This design comes from an exercise in tuning for small area on the open sky130 flow, not from production work. Only simulation tests tie the RTL to the original design; equivalence was not proved. Power figures rest on the tool's default switching activity, not on a simulated workload.

job 4374:
// uart_ip_top
module uart_ip_top (
    sys_clk,
    reset,
    din,
    ri,
    si,
    tx,
    dout,
    ro,
    so,
    rx
);
Size: about 660 cells after synthesis, ~320 flip-flops, roughly 24 I/O pins, ~11000 µm² of cells after synthesis.
clock: 20.0 ns
lec_check: 0
cap_margin: 0
core_margin: 2
core_utilization: 60
slew_margin: 0
standard.sh (not shown) runs the stock make flow with config.mk's settings and CLKGATE_MAP_FILE= SYNTH_SCRIPT=/design/flow/synth_recipe.tcl, a recipe that flattens the netlist after the stock synthesis.
==> flow/flow/run.sh <==
#!/bin/bash
# Own layout flow: the standard layout (standard.sh), with these changes.
#  1. Synthesis is ORFS's (synth_recipe.tcl, unchanged), but ABC maps the
#     logic with an area-oriented script (flow/abc_map.script) in place of
#     ORFS's delay-oriented abc_speed.script. Flip-flops are mapped by
#     dfflibmap before ABC runs, so the registers are the standard ones.
#  2. Port buffers use the smallest buffer cell.
#  3. Clock tree synthesis without dummy loads.
# Each tool's output goes to a log file in this folder.
set -euo pipefail
here=$(pwd)
rm -rf "$here/scripts_abc"
cp -r "$FLOW_HOME/scripts" "$here/scripts_abc"
cp "$here/flow/abc_map.script" "$here/scripts_abc/abc_speed.script"
bash standard.sh SCRIPTS_DIR="$here/scripts_abc" synth > "$here/synth.log" 2>&1
cts="-sink_clustering_enable -repair_clock_nets -dont_use_dummy_load"
cts="$cts -sink_clustering_size $(cat flow/cts_size) -sink_clustering_max_diameter $(cat flow/cts_diam)"
cts="$cts -buf_list $(cat flow/cts_buf)"
bash standard.sh BUFFER_PORTS_ARGS="-buffer_cell sky130_fd_sc_hd__buf_1" CTS_ARGS="$cts" > "$here/layout.log" 2>&1
test -s out/final.def
==> flow/flow/abc_map.script <==
strash
ifraig
scorr
dc2
strash
&get -n
&st
&dch
&nf -R 1000 -p
&put
topo
stime -c
==> flow/flow/cts_buf <==
sky130_fd_sc_hd__clkbuf_16
==> flow/flow/cts_diam <==
80
==> flow/flow/cts_size <==
30
#### Input delta (job 6453 over job 4374)
# job 4374
export LEC_CHECK = 0
export CAP_MARGIN = 0
export CORE_MARGIN = 2
export CORE_UTILIZATION = 60
export SLEW_MARGIN = 0
create_clock -name core_clock -period 20.0 [get_ports {sys_clk}]
# job 6453
export LEC_CHECK = 0
export CAP_MARGIN = 20
export CORE_MARGIN = 2
export CORE_UTILIZATION = 70
export SLEW_MARGIN = 20
create_clock -name core_clock -period 20.0 [get_ports {sys_clk}]
--- a/flow/flow/run.sh
+++ b/flow/flow/run.sh
@@ -6,0 +7,2 @@
+#     Adders are left to ABC as plain logic (no ADDER_MAP_FILE cells and no
+#     Kogge-Stone carry map), which ABC maps smaller for this design.
@@ -15 +17 @@
-bash standard.sh SCRIPTS_DIR="$here/scripts_abc" synth > "$here/synth.log" 2>&1
+bash standard.sh SCRIPTS_DIR="$here/scripts_abc" ADDER_MAP_FILE= SYNTH_OPERATIONS_ARGS=-nofsm synth > "$here/synth.log" 2>&1
--- a/flow/flow/abc_map.script
+++ b/flow/flow/abc_map.script
@@ -9 +9 @@
-&nf -R 1000 -p
+&nf -R 1000 -p -C 32 -F 8 -A 8
==> flow/flow/cts_diam <==
60
==> flow/flow/cts_size <==
34
Findings:
In the reports for job 6453 and job 4374, the smaller met2 track demand over resource in global routing belongs to job 4374. From job 4374 to job 6453 the numbers moved as follows: maximum vdd ir drop moved up; final worst hold slack moved down; synthesized netlist net count moved down; sequential power share moved up; vertical die dimension moved down. Total power improves in job 6453 relative to job 4374. Job 6453 vs job 4374 on clock power: job 6453 is the lower one. Job 6453 vs job 4374, final core utilization went up by 11 points. Relative to job 4374, slack of the critical path decreased by 0.022 ns in job 6453. Count of non-filler cells in the finished layout went down by a few percent going from job 4374 to job 6453.
The following lists how job 4408 was set up differently from job 6453:
# job 6453
export LEC_CHECK = 0
export CAP_MARGIN = 20
export CORE_MARGIN = 2
export CORE_UTILIZATION = 70
export SLEW_MARGIN = 20
create_clock -name core_clock -period 20.0 [get_ports {sys_clk}]
# job 4408
export LEC_CHECK = 0
export CAP_MARGIN = 20
export CORE_MARGIN = 2
export CORE_UTILIZATION = 60
export CTS_BUF_LIST = sky130_fd_sc_hd__clkbuf_8
export CTS_CLUSTER_DIAMETER = 50
export CTS_CLUSTER_SIZE = 16
export SLEW_MARGIN = 20
create_clock -name core_clock -period 20.0 [get_ports {sys_clk}]
==> flow/flow/run.sh <==
#!/bin/bash
# Own layout flow: the standard layout, with two changes.
#  1. Synthesis is ORFS's (synth_recipe.tcl, unchanged), but ABC maps the
#     logic with an area-oriented script (flow/abc_map.script) in place of
#     ORFS's delay-oriented abc_speed.script. Flip-flops are mapped by
#     dfflibmap before ABC runs, so the registers are the standard ones.
#  2. Port buffers use the smallest buffer cell.
# Each tool's output goes to a log file in this folder.
set -euo pipefail
here=$(pwd)
rm -rf "$here/scripts_abc"
cp -r "$FLOW_HOME/scripts" "$here/scripts_abc"
cp "$here/flow/abc_map.script" "$here/scripts_abc/abc_speed.script"
bash standard.sh SCRIPTS_DIR="$here/scripts_abc" synth > "$here/synth.log" 2>&1
bash standard.sh BUFFER_PORTS_ARGS="-buffer_cell sky130_fd_sc_hd__buf_1" > "$here/layout.log" 2>&1
test -s out/final.def
==> flow/flow/abc_map.script <==
strash
ifraig
scorr
dc2
strash
&get -n
&st
&dch
&nf -R 1000 -p
&put
topo
stime -c
removed: flow/flow/cts_buf
removed: flow/flow/cts_diam
removed: flow/flow/cts_size
Results
Detailed route, job 4408 vs job 6453: via total higher for job 4408. Compared with job 6453, in job 4408 xor/xnor share of the synthesized area -0.79 points, sequential element share of the synthesized area -2.1 points, post-placement setup slack +0.014 ns.
> inputs changed (job 4408 -> job 1828)
# job 4408
export LEC_CHECK = 0
export CAP_MARGIN = 20
export CORE_MARGIN = 2
export CORE_UTILIZATION = 60
export CTS_BUF_LIST = sky130_fd_sc_hd__clkbuf_8
export CTS_CLUSTER_DIAMETER = 50
export CTS_CLUSTER_SIZE = 16
export SLEW_MARGIN = 20
create_clock -name core_clock -period 20.0 [get_ports {sys_clk}]
# job 1828
export LEC_CHECK = 0
export CAP_MARGIN = 20
export CORE_MARGIN = 2
export CORE_UTILIZATION = 70
export CTS_BUF_LIST = sky130_fd_sc_hd__clkbuf_16
export CTS_CLUSTER_DIAMETER = 80
export CTS_CLUSTER_SIZE = 35
export SLEW_MARGIN = 20
create_clock -name core_clock -period 20.0 [get_ports {sys_clk}]
Findings:
Per the final summary, job 1828 finished and its layout is clean on timing, DRC and antenna. Job 1828: final cell count lower than job 4408. Post-placement cell area shrinks slightly when moving from job 4408 to job 1828. | clock-buffer cell count | higher: job 4408 |. Compared with job 4408, internal power consumption in job 1828 decreased by a few percent. Looking at final period demand of the worst path, job 1828 sits 0.058 ns below job 4408. Relative to job 4408, the proportion of power drawn by combinational gates of job 1828 is higher by 1.1 points. Comparing job 1828 against job 4408, there is no change at all in number of clock sinks. Routed wire in job 1828 totals less than in job 4408. Job 1828 vs. job 4408: clock input transition at the sequential cells of the worst setup and hold paths went up 0.02 ns, met3 layer usage reported by global route held.

port drivers added, routing unchanged:
Ports are ideal in the flow. The routed layouts listed here were re-timed in OpenROAD.
Step 1 assumes that a clkbuf_16 drives the clock port and a buf_2 every other input.
Step 2 also shifts input and output timing later by t, the mid clock arrival at the registers, as if the neighbouring blocks saw the same clock.
Three values: ideal ports, drivers, drivers and shift; two values: the first two.
run | shift t [ns] | slack for setup (ns) | hold WS [ns] | latest minus earliest clock arrival (ns)
job 4374 | 0.524 | 11.098 / 11.071 / 11.071 | 0.334 / 0.334 / 0.334 | 0.061 / 0.061
job 6453 | 0.521 | 11.075 / 11.053 / 11.053 | 0.317 / 0.317 / 0.317 | 0.038 / 0.038
job 4408 | 0.613 | 11.116 / 11.089 / 11.089 | 0.342 / 0.342 / 0.342 | 0.019 / 0.019
job 1828 | 0.531 | 11.174 / 11.148 / 11.148 | 0.357 / 0.357 / 0.357 | 0.019 / 0.020
After both steps setup and hold are still met in every run listed.
